From an optimization exercise on the open Yosys and OpenROAD flow, aimed at small area, a short achievable clock period and few clock cycles; shortcuts taken in it are not production practice.
RTL that was checked went through simulation tests only; none was proved equivalent to the original.
No activity file was given, so power comes from the tool's default toggle rates.

==> inputs of v11 <==
## kcpsmx
module kcpsmx(
    output logic [PORT_DEPTH-1:0]   port_id,         
    output logic                    write_strobe,    
    output logic [PORT_WIDTH-1:0]   out_port,        
    output logic                    read_strobe,     
    input        [PORT_WIDTH-1:0]   in_port,         
    input                           interrupt,       
    output logic                    interrupt_ack,   
    input                           reset,           
    input                           clk,             
    output logic [CODE_DEPTH-1:0]   address,         
    input        [CODE_WIDTH-1:0]   instruction      
);
Settings: LEC_CHECK=0, CAP_MARGIN=20, CORE_MARGIN=2, CORE_UTILIZATION=75, CTS_BUF_LIST=sky130_fd_sc_hd__clkbuf_16, CTS_CLUSTER_DIAMETER=60, CTS_CLUSTER_SIZE=30, SETUP_SLACK_MARGIN=3.5, SLEW_MARGIN=20, TNS_END_PERCENT=30; clock period 6.0 ns.
run.sh (not shown) runs the stock make flow with config.mk's settings and CLKGATE_MAP_FILE= SYNTH_SCRIPT=/design/flow/synth_recipe.tcl, a recipe that flattens the netlist after the stock synthesis.
==> v17 (differences from v11) <==
- CTS_BUF_LIST: sky130_fd_sc_hd__clkbuf_16 -> sky130_fd_sc_hd__clkbuf_8 sky130_fd_sc_hd__clkbuf_16
- CTS_CLUSTER_DIAMETER: 60 -> unset
- CTS_CLUSTER_SIZE: 30 -> unset
==> notes <==
Sequential power is about the same in v17 and v11.
In flip-flop and latch count, v17 and v11 do not differ.
In v17 the count of clock-buffer cells in the layout is higher than in v11, by 57.
Between v11 and v17, the lower design area is in v11 (gap 3.3%, measured against v17).
Against v11, the non-clock buffer count of v17 is lower by 2.
Testbench counts of v11, summed over its fixed seeds: cycles 296,784.
Testbench counts of v17, summed over its fixed seeds: cycles 296,784.

==> 11-27 <==
==> flow/design.v <==
package kcpsmx3_inc;
localparam OPERAND_WIDTH    = 8;                     
localparam CODE_WIDTH       = 18;
localparam CODE_DEPTH       = 10;                    
localparam CODE_SIZE        = (1 << CODE_DEPTH);     
localparam PORT_WIDTH       = OPERAND_WIDTH;         
localparam PORT_DEPTH       = OPERAND_WIDTH;         
localparam PORT_SIZE        = (1 << PORT_DEPTH);     
localparam STACK_WIDTH      = CODE_DEPTH;            
localparam STACK_DEPTH      = 5;                     
localparam STACK_SIZE       = (1 << STACK_DEPTH);    
localparam REGISTER_WIDTH   = OPERAND_WIDTH;         
localparam REGISTER_DEPTH   = 4;                     
localparam REGISTER_SIZE    = (1 << REGISTER_DEPTH); 
localparam SCRATCH_WIDTH    = OPERAND_WIDTH;         
localparam SCRATCH_DEPTH    = 6;                     
localparam SCRATCH_SIZE     = (1 << SCRATCH_DEPTH);  
localparam OPERATION_WIDTH  = 5;
localparam RESET_VECTOR     = 0;                     
localparam INTERRUPT_VECTOR = (CODE_SIZE - 1);        
typedef enum logic [1:0] {
    Z           = 2'b00,  
    NZ          = 2'b01,  
    C           = 2'b10,  
    NC          = 2'b11   
} cond_flag_t;
typedef enum logic [1:0] {
    SA          = 2'b00,  
    RL_SRX      = 2'b01,  
    RR_SLX      = 2'b10,  
    SC          = 2'b11  
} shift_op_t;
typedef enum logic [4:0] {
    LOAD        = 5'h00,
    INPUT       = 5'h02,
    FETCH       = 5'h03,
    AND         = 5'h05,
    OR          = 5'h06,
    XOR         = 5'h07,
    TEST        = 5'h09,
    COMPARE     = 5'h0a,
    ADD         = 5'h0c,
    ADDCY       = 5'h0d,
    SUB         = 5'h0e,
    SUBCY       = 5'h0f,
    RS          = 5'h10,
    RETURN      = 5'h15,
    OUTPUT      = 5'h16,
    STORE       = 5'h17,
    CALL        = 5'h18,
    JUMP        = 5'h1a,
    RETURNI     = 5'h1c,
    INTERRUPT   = 5'h1e
} opcode_t;
typedef struct packed {
    logic [11:8] x_addr;                 
    logic [7:4] y_addr;                  
    logic [3:0] padding;                 
} reg_reg_instr_t;
typedef struct packed {
    logic [11:8] x_addr;                 
    logic [7:0] constant;                
} reg_const_instr_t;
typedef struct packed {
    logic [11:8] x_addr;                 
    logic [7:6] padding;                 
    logic [5:0] scratch_addr;            
} scratch_instr_t;
typedef struct packed {
    logic [11:8] x_addr;                 
    logic [7:0] port_addr;               
} port_instr_t;
typedef struct packed {
    logic [11:8] x_addr;                 
    logic [7:4] padding;                 
    logic [3:3] dir;                     
    shift_op_t  op;                      
    logic [0:0] constant;                
} shift_instr_t;
typedef struct packed {
    cond_flag_t flags;                   
    logic [9:0] code_addr;               
} jump_instr_t;
typedef struct packed {
    logic [11:1] padding;
    logic [0:0] en;
} int_instr_t;
typedef struct packed {
    opcode_t    operation;           
    logic       op_cond_sel;         
    union packed {                   
        reg_reg_instr_t reg_reg;
        reg_const_instr_t reg_const;
        scratch_instr_t scratch;
        port_instr_t port;
        shift_instr_t shift;
        jump_instr_t jump;
        int_instr_t interrupt;
    } instr_type;
} instr_t;
endpackage
import kcpsmx3_inc::*;
module kcpsmx(
    output logic [PORT_DEPTH-1:0]   port_id,         
    output logic                    write_strobe,    
    output logic [PORT_WIDTH-1:0]   out_port,        
    output logic                    read_strobe,     
    input        [PORT_WIDTH-1:0]   in_port,         
    input                           interrupt,       
    output logic                    interrupt_ack,   
    input                           reset,           
    input                           clk,             
    output logic [CODE_DEPTH-1:0]   address,         
    input        [CODE_WIDTH-1:0]   instruction      
);
assign interrupt_ack = 1'b0;
logic [9:0]  pc;
logic [17:0] ir;
logic [15:0][7:0] rf;            
logic [63:0][7:0] spr;           
logic [31:0][9:0] stk;           
logic [4:0]  sp;                 
logic [9:0]  tos;                
logic        carry, zero;
logic [7:0]  e_a, e_b;
logic        e_fa, e_fb;         
logic [3:0]  e_dst;
logic        e_regwrite, e_flagwrite;
logic        e_input, e_output, e_store, e_reti, e_push;
logic        e_sub;
logic [1:0]  e_cin;              
logic        e_sel_add, e_sel_and, e_sel_or, e_sel_xor, e_sel_sh, e_sel_b, e_sel_scr;
logic        e_test;
logic        e_sdir;
logic [1:0]  e_sop;
logic        e_sconst;
logic [9:0]  e_pushdata;
logic [7:0]  res;
logic [3:0]  w_dst;
logic        w_regwrite, w_input, w_flagwrite, w_zclr;
assign address = pc;
wire [4:0] op = ir[17:13];
wire d_load    = (op == LOAD);
wire d_input   = (op == INPUT);
wire d_fetch   = (op == FETCH);
wire d_and     = (op == AND);
wire d_or      = (op == OR);
wire d_xor     = (op == XOR);
wire d_test    = (op == TEST);
wire d_cmp     = (op == COMPARE);
wire d_add     = (op == ADD);
wire d_addcy   = (op == ADDCY);
wire d_sub     = (op == SUB);
wire d_subcy   = (op == SUBCY);
wire d_rs      = (op == RS);
wire d_ret     = (op == RETURN);
wire d_output  = (op == OUTPUT);
wire d_store   = (op == STORE);
wire d_call    = (op == CALL);
wire d_jump    = (op == JUMP);
wire d_reti    = (op == RETURNI);
wire d_arith     = d_add | d_addcy | d_sub | d_subcy | d_cmp;
wire d_regwrite  = d_load | d_input | d_fetch | d_and | d_or | d_xor |
                   d_add | d_addcy | d_sub | d_subcy | d_rs;
wire d_flagwrite = d_and | d_or | d_xor | d_test | d_arith | d_rs;
wire d_usex      = d_and | d_or | d_xor | d_test | d_arith | d_rs | d_output | d_store;
wire d_usey      = ir[12] & (d_load | d_input | d_fetch | d_and | d_or | d_xor | d_test |
                             d_arith | d_output | d_store);
wire [7:0] wb_data = w_input ? in_port : res;
wire z_eff = w_flagwrite ? ~|res : (w_zclr ? 1'b0 : zero);
wire cond_ok = ~ir[12] | (ir[11] ? (carry ^ ir[10]) : (z_eff ^ ir[10]));
wire d_jmp  = (d_jump | d_call) & cond_ok;
wire d_retk = (d_ret & cond_ok) | d_reti;
wire d_push = d_call & cond_ok;
wire stall = e_input & ((d_usex & (ir[11:8] == e_dst)) | (d_usey & (ir[7:4] == e_dst)));
wire [9:0] pc_inc = pc + 10'd1;
wire [3:0] xa = ir[11:8];
wire [3:0] ya = ir[7:4];
wire [7:0] xv = (w_regwrite && w_dst == xa) ? wb_data : rf[xa];
wire [7:0] yv = (w_regwrite && w_dst == ya) ? wb_data : rf[ya];
always_ff @(posedge clk) begin
    if (reset) begin
        pc <= 10'd0;
        ir <= 18'h02000;         
        sp <= 5'd31;
    end else if (!stall) begin
        ir <= instruction;
        if (d_jmp)       pc <= ir[9:0];
        else if (d_retk) pc <= tos;
        else             pc <= pc_inc;
        if (d_push)      sp <= sp + 5'd1;
        else if (d_retk) sp <= sp - 5'd1;
    end
end
always_ff @(posedge clk) begin
    e_a   <= xv;
    e_b   <= ir[12] ? yv : ir[7:0];
    e_dst <= xa;
    e_fa  <= e_regwrite & (e_dst == xa);
    e_fb  <= ir[12] & e_regwrite & (e_dst == ya);
    e_sub <= d_sub | d_subcy | d_cmp;
    e_cin <= d_addcy ? 2'd2 : d_subcy ? 2'd3 : (d_sub | d_cmp) ? 2'd1 : 2'd0;
    e_sel_add <= d_arith;
    e_sel_and <= d_and | d_test;
    e_sel_or  <= d_or;
    e_sel_xor <= d_xor;
    e_sel_sh  <= d_rs;
    e_sel_b   <= d_load;
    e_sel_scr <= d_fetch;
    e_test    <= d_test;
    e_sdir    <= ir[3];
    e_sop     <= ir[2:1];
    e_sconst  <= ir[0];
    e_pushdata <= pc_inc;        
    if (reset || stall) begin
        e_regwrite  <= 1'b0;
        e_flagwrite <= 1'b0;
        e_input     <= 1'b0;
        e_output    <= 1'b0;
        e_store     <= 1'b0;
        e_reti      <= 1'b0;
        e_push      <= 1'b0;
    end else begin
        e_regwrite  <= d_regwrite;
        e_flagwrite <= d_flagwrite;
        e_input     <= d_input;
        e_output    <= d_output;
        e_store     <= d_store;
        e_reti      <= d_reti;
        e_push      <= d_push;
    end
end
wire [7:0] a = e_fa ? res : e_a;
wire [7:0] b = e_fb ? res : e_b;
wire [7:0] bx  = b ^ {8{e_sub}};
wire       cin = e_cin[1] ? (carry ^ e_cin[0]) : e_cin[0];
wire [8:0] sum = {1'b0, a} + {1'b0, bx} + {8'd0, cin};
wire sbit = (e_sop == 2'b10) ? a[0] :
            (e_sop == 2'b01) ? a[7] :
            (e_sop == 2'b00) ? carry : e_sconst;
wire [7:0] shres = e_sdir ? {sbit, a[7:1]} : {a[6:0], sbit};
wire       shout = e_sdir ? a[0] : a[7];
wire [7:0] andv = a & b;
wire [7:0] scr  = spr[b[5:0]];
wire [7:0] result = ({8{e_sel_add}} & sum[7:0]) |
                    ({8{e_sel_and}} & andv)     |
                    ({8{e_sel_or }} & (a | b))  |
                    ({8{e_sel_xor}} & (a ^ b))  |
                    ({8{e_sel_sh }} & shres)    |
                    ({8{e_sel_b  }} & b)        |
                    ({8{e_sel_scr}} & scr);
wire c_new = (e_sel_add & (sum[8] ^ e_sub)) |
             (e_test    & (^andv))           |
             (e_sel_sh  & shout);
always_ff @(posedge clk) begin
    for (int k = 0; k < 64; k++)
        if (e_store && b[5:0] == k) spr[k] <= a;
    for (int k = 0; k < 32; k++)
        if (e_push && sp == k) stk[k] <= e_pushdata;
    tos <= e_push ? e_pushdata : stk[sp];
end
always_ff @(posedge clk) begin
    res      <= result;
    w_dst    <= e_dst;
    port_id  <= b;
    out_port <= a;
    if (reset) begin
        carry        <= 1'b0;
        w_regwrite   <= 1'b0;
        w_input      <= 1'b0;
        w_flagwrite  <= 1'b0;
        w_zclr       <= 1'b0;
        read_strobe  <= 1'b0;
        write_strobe <= 1'b0;
    end else begin
        if (e_flagwrite)                carry <= c_new;
        else if (e_reti && !w_flagwrite) carry <= 1'b0;
        w_regwrite   <= e_regwrite;
        w_input      <= e_input;
        w_flagwrite  <= e_flagwrite;
        w_zclr       <= e_reti & ~w_flagwrite;
        read_strobe  <= e_input;
        write_strobe <= e_output;
    end
end
always_ff @(posedge clk) begin
    for (int k = 0; k < 16; k++)
        if (w_regwrite && w_dst == k) rf[k] <= wb_data;
end
always_ff @(posedge clk) begin
    if (reset) zero <= 1'b0;
    else       zero <= z_eff;
end
endmodule
==> flow/run.sh <==
#!/bin/bash
# synth_recipe.tcl (not shown) runs the flow's synth.tcl, then flattens the netlist and writes it again
# the make line also repeats each setting of config.mk as NAME=value (left out here)
make -C /OpenROAD-flow-scripts/flow DESIGN_CONFIG=/design/flow/config.mk WORK_HOME=/design/flow/orfs CLKGATE_MAP_FILE= SYNTH_SCRIPT=/design/flow/synth_recipe.tcl finish
==> flow/config.mk <==
export PLATFORM = sky130hd
export DESIGN_NAME = kcpsmx
export DESIGN_NICKNAME = kcpsmx
export VERILOG_FILES = /design/flow/design.v
export SDC_FILE = /design/flow/constraint.sdc
export NUM_CORES = 4
export LEC_CHECK = 0
export ABC_CLOCK_PERIOD_IN_PS = 2200
export CAP_MARGIN = 20
export CORE_MARGIN = 2
export CORE_UTILIZATION = 60
export SETUP_SLACK_MARGIN = 3.8
export SLEW_MARGIN = 20
export TNS_END_PERCENT = 20
==> flow/constraint.sdc <==
create_clock -name core_clock -period 6.0 [get_ports {clk}]
set_input_delay 1.2000 -clock core_clock [delete_from_list [all_inputs] [get_ports {clk}]]
set_output_delay 1.2000 -clock core_clock [all_outputs]
set_load 0.01 [all_outputs]
==> inputs of 08-01, as changes to 11-27 <==
--- a/flow/design.v
+++ b/flow/design.v
@@ -122,7 +122,9 @@
 logic [4:0]  sp;                 
 logic [9:0]  tos;                
 logic        carry, zero;
-logic [7:0]  e_a, e_b;
+logic [7:0]  e_a, e_bx;          
+logic [5:0]  e_saddr;            
+logic [7:0]  e_sd;               
 logic        e_fa, e_fb;         
 logic [3:0]  e_dst;
 logic        e_regwrite, e_flagwrite;
@@ -172,7 +174,10 @@
 wire d_jmp  = (d_jump | d_call) & cond_ok;
 wire d_retk = (d_ret & cond_ok) | d_reti;
 wire d_push = d_call & cond_ok;
-wire stall = e_input & ((d_usex & (ir[11:8] == e_dst)) | (d_usey & (ir[7:4] == e_dst)));
+wire d_memport = d_input | d_output | d_fetch | d_store;
+wire stall = (e_input & ((d_usex & (ir[11:8] == e_dst)) | (d_usey & (ir[7:4] == e_dst)))) |
+             (e_regwrite & ((d_memport & ir[12] & (ir[7:4] == e_dst)) |
+                            (d_store & (ir[11:8] == e_dst))));
 wire [9:0] pc_inc = pc + 10'd1;
 wire [3:0] xa = ir[11:8];
 wire [3:0] ya = ir[7:4];
@@ -194,7 +199,9 @@
 end
 always_ff @(posedge clk) begin
     e_a   <= xv;
-    e_b   <= ir[12] ? yv : ir[7:0];
+    e_bx  <= (ir[12] ? yv : ir[7:0]) ^ {8{d_sub | d_subcy | d_cmp}};
+    e_saddr <= ir[12] ? yv[5:0] : ir[5:0];
+    if (d_store) e_sd <= xv;
     e_dst <= xa;
     e_fa  <= e_regwrite & (e_dst == xa);
     e_fb  <= ir[12] & e_regwrite & (e_dst == ya);
@@ -230,18 +237,19 @@
         e_push      <= d_push;
     end
 end
-wire [7:0] a = e_fa ? res : e_a;
-wire [7:0] b = e_fb ? res : e_b;
-wire [7:0] bx  = b ^ {8{e_sub}};
+wire [7:0] a  = e_fa ? res : e_a;
+wire [7:0] bx = e_fb ? (res ^ {8{e_sub}}) : e_bx;
+wire [7:0] b  = bx;              
 wire       cin = e_cin[1] ? (carry ^ e_cin[0]) : e_cin[0];
-wire [8:0] sum = {1'b0, a} + {1'b0, bx} + {8'd0, cin};
+wire [9:0] sum2 = {1'b0, a, 1'b1} + {1'b0, bx, cin};
+wire [8:0] sum  = sum2[9:1];
 wire sbit = (e_sop == 2'b10) ? a[0] :
             (e_sop == 2'b01) ? a[7] :
             (e_sop == 2'b00) ? carry : e_sconst;
 wire [7:0] shres = e_sdir ? {sbit, a[7:1]} : {a[6:0], sbit};
 wire       shout = e_sdir ? a[0] : a[7];
 wire [7:0] andv = a & b;
-wire [7:0] scr  = spr[b[5:0]];
+wire [7:0] scr  = spr[e_saddr];
 wire [7:0] result = ({8{e_sel_add}} & sum[7:0]) |
                     ({8{e_sel_and}} & andv)     |
                     ({8{e_sel_or }} & (a | b))  |
@@ -254,7 +262,7 @@
              (e_sel_sh  & shout);
 always_ff @(posedge clk) begin
     for (int k = 0; k < 64; k++)
-        if (e_store && b[5:0] == k) spr[k] <= a;
+        if (e_store && e_saddr == k) spr[k] <= e_sd;
     for (int k = 0; k < 32; k++)
         if (e_push && sp == k) stk[k] <= e_pushdata;
     tos <= e_push ? e_pushdata : stk[sp];
@@ -262,7 +270,7 @@
 always_ff @(posedge clk) begin
     res      <= result;
     w_dst    <= e_dst;
-    port_id  <= b;
+    port_id  <= e_bx;
     out_port <= a;
     if (reset) begin
         carry        <= 1'b0;
==> flow/flow/run.sh (new file) <==
#!/bin/bash
cp standard.sh out/standard.sh.copy 2>/dev/null
cp synth_recipe.tcl out/synth_recipe.tcl.copy 2>/dev/null
bash standard.sh > standard.log 2>&1
==> flow/standard.sh (new file) <==
#!/bin/bash
# synth_recipe.tcl (not shown) runs the flow's synth.tcl, then flattens the netlist and writes it again
# the make line also repeats each setting of config.mk as NAME=value (left out here)
make -C /OpenROAD-flow-scripts/flow DESIGN_CONFIG=/design/flow/config.mk WORK_HOME=/design/flow/orfs CLKGATE_MAP_FILE= SYNTH_SCRIPT=/design/flow/synth_recipe.tcl "${@:-finish}"
--- a/flow/config.mk
+++ b/flow/config.mk
@@ -9,6 +9,7 @@
 export CAP_MARGIN = 20
 export CORE_MARGIN = 2
 export CORE_UTILIZATION = 60
-export SETUP_SLACK_MARGIN = 3.8
+export CTS_BUF_LIST = sky130_fd_sc_hd__clkbuf_8
+export SETUP_SLACK_MARGIN = 3.5
 export SLEW_MARGIN = 20
-export TNS_END_PERCENT = 20
+export TNS_END_PERCENT = 30
removed: flow/run.sh
==> inputs of 04-13, as changes to 11-27 <==
--- a/flow/design.v
+++ b/flow/design.v
@@ -116,9 +116,9 @@
 assign interrupt_ack = 1'b0;
 logic [9:0]  pc;
 logic [17:0] ir;
-logic [15:0][7:0] rf;            
-logic [63:0][7:0] spr;           
-logic [31:0][9:0] stk;           
+logic [7:0]  rf  [0:15];         
+logic [7:0]  spr [0:63];         
+logic [9:0]  stk [0:31];         
 logic [4:0]  sp;                 
 logic [9:0]  tos;                
 logic        carry, zero;
@@ -253,10 +253,8 @@
              (e_test    & (^andv))           |
              (e_sel_sh  & shout);
 always_ff @(posedge clk) begin
-    for (int k = 0; k < 64; k++)
-        if (e_store && b[5:0] == k) spr[k] <= a;
-    for (int k = 0; k < 32; k++)
-        if (e_push && sp == k) stk[k] <= e_pushdata;
+    if (e_store) spr[b[5:0]] <= a;
+    if (e_push)  stk[sp] <= e_pushdata;
     tos <= e_push ? e_pushdata : stk[sp];
 end
 always_ff @(posedge clk) begin
@@ -284,8 +282,7 @@
     end
 end
 always_ff @(posedge clk) begin
-    for (int k = 0; k < 16; k++)
-        if (w_regwrite && w_dst == k) rf[k] <= wb_data;
+    if (w_regwrite) rf[w_dst] <= wb_data;
 end
 always_ff @(posedge clk) begin
     if (reset) zero <= 1'b0;
==> flow/config.mk (replaced) <==
export PLATFORM = sky130hd
export DESIGN_NAME = kcpsmx
export DESIGN_NICKNAME = kcpsmx
export VERILOG_FILES = /design/flow/design.v
export SDC_FILE = /design/flow/constraint.sdc
export NUM_CORES = 4
export LEC_CHECK = 0
export ABC_CLOCK_PERIOD_IN_PS = 2000
export CAP_MARGIN = 20
export CORE_MARGIN = 2
export CORE_UTILIZATION = 40
export SETUP_SLACK_MARGIN = 4.0
export SLEW_MARGIN = 20
==> inputs of 10-06, as changes to 11-27 <==
--- a/flow/design.v
+++ b/flow/design.v
@@ -123,6 +123,7 @@
 logic [9:0]  tos;                
 logic        carry, zero;
 logic [7:0]  e_a, e_b;
+logic [5:0]  e_saddr;            
 logic        e_fa, e_fb;         
 logic [3:0]  e_dst;
 logic        e_regwrite, e_flagwrite;
@@ -172,7 +173,10 @@
 wire d_jmp  = (d_jump | d_call) & cond_ok;
 wire d_retk = (d_ret & cond_ok) | d_reti;
 wire d_push = d_call & cond_ok;
-wire stall = e_input & ((d_usex & (ir[11:8] == e_dst)) | (d_usey & (ir[7:4] == e_dst)));
+wire d_memport = d_input | d_output | d_fetch | d_store;
+wire stall = (e_input & ((d_usex & (ir[11:8] == e_dst)) | (d_usey & (ir[7:4] == e_dst)))) |
+             (e_regwrite & ((d_memport & ir[12] & (ir[7:4] == e_dst)) |
+                            (d_store & (ir[11:8] == e_dst))));
 wire [9:0] pc_inc = pc + 10'd1;
 wire [3:0] xa = ir[11:8];
 wire [3:0] ya = ir[7:4];
@@ -195,6 +199,7 @@
 always_ff @(posedge clk) begin
     e_a   <= xv;
     e_b   <= ir[12] ? yv : ir[7:0];
+    e_saddr <= ir[12] ? yv[5:0] : ir[5:0];
     e_dst <= xa;
     e_fa  <= e_regwrite & (e_dst == xa);
     e_fb  <= ir[12] & e_regwrite & (e_dst == ya);
@@ -241,7 +246,7 @@
 wire [7:0] shres = e_sdir ? {sbit, a[7:1]} : {a[6:0], sbit};
 wire       shout = e_sdir ? a[0] : a[7];
 wire [7:0] andv = a & b;
-wire [7:0] scr  = spr[b[5:0]];
+wire [7:0] scr  = spr[e_saddr];
 wire [7:0] result = ({8{e_sel_add}} & sum[7:0]) |
                     ({8{e_sel_and}} & andv)     |
                     ({8{e_sel_or }} & (a | b))  |
@@ -254,7 +259,7 @@
              (e_sel_sh  & shout);
 always_ff @(posedge clk) begin
     for (int k = 0; k < 64; k++)
-        if (e_store && b[5:0] == k) spr[k] <= a;
+        if (e_store && e_saddr == k) spr[k] <= e_a;
     for (int k = 0; k < 32; k++)
         if (e_push && sp == k) stk[k] <= e_pushdata;
     tos <= e_push ? e_pushdata : stk[sp];
@@ -262,7 +267,7 @@
 always_ff @(posedge clk) begin
     res      <= result;
     w_dst    <= e_dst;
-    port_id  <= b;
+    port_id  <= e_b;
     out_port <= a;
     if (reset) begin
         carry        <= 1'b0;
--- a/flow/config.mk
+++ b/flow/config.mk
@@ -9,6 +9,6 @@
 export CAP_MARGIN = 20
 export CORE_MARGIN = 2
 export CORE_UTILIZATION = 60
-export SETUP_SLACK_MARGIN = 3.8
+export SETUP_SLACK_MARGIN = 3.5
 export SLEW_MARGIN = 20
-export TNS_END_PERCENT = 20
+export TNS_END_PERCENT = 30
==> flow_summary.yaml <==
outcome:
  status: "timing/DRC/antenna clean"
global_routing:
  grt_pass1_vias: 28512
  busiest_layer: "met2"
placed_design:
  placed_area_mm2: 0.04636
  place_hpwl_um: 70170
drt:
  vias_per_cell: 6.175
  dr.pass1.iters: 9
cts:
  ctsResizeCount: 777
floorplan:
  start_util: 0.4049
pwr:
  comb_power_share: 0.130
The numbers above come from 04-13.

==> flow_summary.yaml <==
pwr:
  comb_power_share: 0.082
placed_design:
  placed_area_mm2: 0.04583
drt:
  dr.pass1.iters: 24
  vias_per_cell: 6.493
cts:
  ctsResizeCount: 133
outcome:
  status: "timing/DRC/antenna clean"
The numbers above come from 10-06.

==> flow_summary.yaml <==
placed_design:
  placed_area_mm2: 0.04646
  place_hpwl_um: 65660
drt:
  dr.pass1.iters: 8
outcome:
  status: "timing/DRC/antenna clean"
floorplan:
  start_util: 0.6085
global_routing:
  busiest_layer: "met2"
  grt_pass1_vias: 25767
cts:
  ctsResizeCount: 238
The numbers above come from 11-27.

==> flow_summary.yaml <==
drt:
  dr.pass1.iters: 5
global_routing:
  busiest_layer: "met1"
  grt_pass1_vias: 23539
pwr:
  comb_power_share: 0.069
outcome:
  status: "timing/DRC/antenna clean"
cts:
  ctsResizeCount: 192
The numbers above come from 08-01.

Testbench counts of 08-01, summed over its fixed seeds: cycles 296,784.
For 11-27, 04-13 and 10-06, only the layout was checked, not whether the RTL still works.

static timing again, ports no longer ideal:
In the flow no input, the clock included, has a driving cell. The finished layouts below were timed again as built, in two steps.
Step 1 sets driving cells, clkbuf_16 on the clock port and buf_2 on the other inputs (assumed; they add their load-dependent delay and slew).
Step 2 moves the port delays by t, midway between the first and last clock arrival at a register: inputs arrive t later, outputs are due t later. That takes back most of the time a late clock gives input paths.
Three values: ideal ports, drivers, drivers and shift; two values: the first two.
| run | t (ns) | slack for setup (ns) | worst setup path after step 2 | cell pins on the clock port's net |
|---|---|---|---|---|
| v11 | 0.717 | 3.313 / 3.250 / 2.673 | input to register | 1 |
| v17 | 0.750 | 3.238 / 3.226 / 2.600 | input to register | 1 |
| 11-27 | 0.732 | 3.028 / 3.028 / 3.028 | register to register | 1 |
| 08-01 | 0.869 | 3.350 / 3.350 / 2.923 | input to register | 1 |
| 04-13 | 0.780 | 2.482 / 2.482 / 2.482 | register to register | 1 |
| 10-06 | 0.734 | 3.036 / 3.036 / 3.036 | register to register | 1 |
After both steps every run listed still meets setup and hold. The setup slack of v11, which loses most, moves by -0.063 ns with the drivers and by -0.640 ns with both steps.
